From an optimization exercise on the open Yosys and OpenROAD flow, aimed at small area and a short achievable clock period; shortcuts taken in it are not production practice.
The RTL was checked by simulation tests, not by an equivalence proof against the original design.

== zinc ==
Design mapper_lrn, start of the top module:
module mapper_lrn #(
    parameter N_WIDTH = 2,     
    parameter M_WIDTH = 10,     
    parameter E_WIDTH = 6,     
    parameter F_WIDTH = 6,     
    parameter V_WIDTH = 2,     
    parameter ADDR_BUS_WIDTH = 20,     
    parameter DATA_WIDTH     = 16,     
    parameter ROW_MAJOR      = 1      
)(
    input  logic                             core_clk,                
    input  logic                             reset,                   
    input  logic                             start_normalization,     
    input  logic [N_WIDTH- 1 : 0]            dim4,                    
    input  logic [M_WIDTH- 1 : 0]            dim3,                    
    input  logic [E_WIDTH- 1 : 0]            dim2,                    
    input  logic [F_WIDTH- 1 : 0]            dim1,                    
    input  logic [V_WIDTH- 1 : 0]            padding_num,             
    input  logic                             normalized_window,    
    input  logic                             full_flag,               
    input  logic                             div_out_valid,           
    output logic [ADDR_BUS_WIDTH - 1 : 0]    r_addr,                  
    output logic                             r_enable,                
    output logic [ADDR_BUS_WIDTH - 1 : 0]    w_addr,                  
    output logic                             w_enable,                
    output logic                             normalized_layer         
);
Size in the first run: about 2,200 cells after synthesis, about 76 flip-flops, roughly 22,000 µm² of cells after synthesis.
Settings: LEC_CHECK=0, CAP_MARGIN=20, CORE_MARGIN=2, CORE_UTILIZATION=40, SLEW_MARGIN=20, SYNTH_HIERARCHICAL=1, SYNTH_MINIMUM_KEEP_SIZE=0; clock period 20.0 ns.
run.sh (not shown) runs the stock make flow with config.mk's settings and CLKGATE_MAP_FILE= SYNTH_SCRIPT=/design/flow/synth_recipe.tcl, a recipe that flattens the netlist after the stock synthesis.
Changes in willow relative to zinc:
- SETUP_SLACK_MARGIN newly set to 4
==> flow/flow/run.sh (new file) <==
#!/bin/bash
set -euo pipefail
bash standard.sh BUFFER_PORTS_ARGS="-buffer_cell sky130_fd_sc_hd__buf_2" finish > standard.log 2>&1
==> flow/standard.sh (new file) <==
#!/bin/bash
# synth_recipe.tcl (not shown) runs the flow's synth.tcl, then flattens the netlist and writes it again
# the make line also repeats each setting of config.mk as NAME=value (left out here)
make -C /OpenROAD-flow-scripts/flow DESIGN_CONFIG=/design/flow/config.mk WORK_HOME=/design/flow/orfs CLKGATE_MAP_FILE= SYNTH_SCRIPT=/design/flow/synth_recipe.tcl "${@:-finish}"
removed: flow/run.sh
==> summary.txt <==
- After detailed routing, zinc needs less wire than willow.
- Status: share of cell area taken by multi-input logic gates parity (willow, zinc)
- Delta (willow minus zinc): post-CTS resize count went up by 70; signed area change from the synthesized netlist to the final layout went up by 4.0 points; area of all placed cells without fillers went up by 3.8%; data arrival at the endpoint of the critical path went down by 2520 ps.
- As of willow, length of routed met3 wiring had risen slightly compared to zinc.
- Maximum frequency for willow is higher than for zinc.
- The global routing met3 resource utilization of willow and that of zinc are within noise of each other.
Edits applied to the flow inputs when going from willow to lagoon:
- SETUP_SLACK_MARGIN removed (was 4)
==> flow/flow/run.sh <==
#!/bin/bash
set -euo pipefail
bash standard.sh BUFFER_PORTS_ARGS="-buffer_cell sky130_fd_sc_hd__buf_2" SETUP_SLACK_MARGIN=7 finish > standard.log 2>&1
Notes after the runs:
- The lower buffering overhead came out of willow.
- Lower clock tree buffer count of the final layout goes to willow over lagoon.
- Going from willow to lagoon, count of max-cap constraint violations level; setup slack +25 ps; minimum clock period after layout down 25 ps.
- Relative to willow, flip-flop and latch share of the layout cell area decreased by 0.37 points in lagoon.
- From willow to lagoon the numbers moved as follows: count of vias placed by the detailed router +about 1.2%; wire length of the first global-routing pass +2.9%; worst hold slack ~0 delta.

[port drivers added, routing unchanged]
In the flow no input, the clock included, has a driving cell. The finished layouts below were timed again as built, in two steps. Step 1 sets driving cells, clkbuf_16 on the clock port and buf_2 on the other inputs (assumed; they add their load-dependent delay and slew). Step 2 moves the port delays by t, midway between the first and last clock arrival at a register: inputs arrive t later, outputs are due t later. That takes back most of the time a late clock gives input paths. Slacks: ideal / step 1 / step 2; pairs: ideal / step 1.
| run | t, ns | setup slack, ns | worst setup path after step 2 | worst slew at a driven data input, ns | cell pins on the clock port's net |
|---|---|---|---|---|---|
| zinc | 0.400 | 1.616 / 1.583 / 1.583 | input to output | 0.06 | 1 |
| willow | 0.387 | 4.140 / 4.070 / 4.070 | input to output | 0.09 | 1 |
| lagoon | 0.400 | 4.166 / 4.086 / 4.086 | input to output | 0.09 | 1 |
After both steps every run listed still meets setup and hold. For lagoon, which loses most, drivers alone change the setup slack by -0.080 ns; drivers and shift together by -0.080 ns.
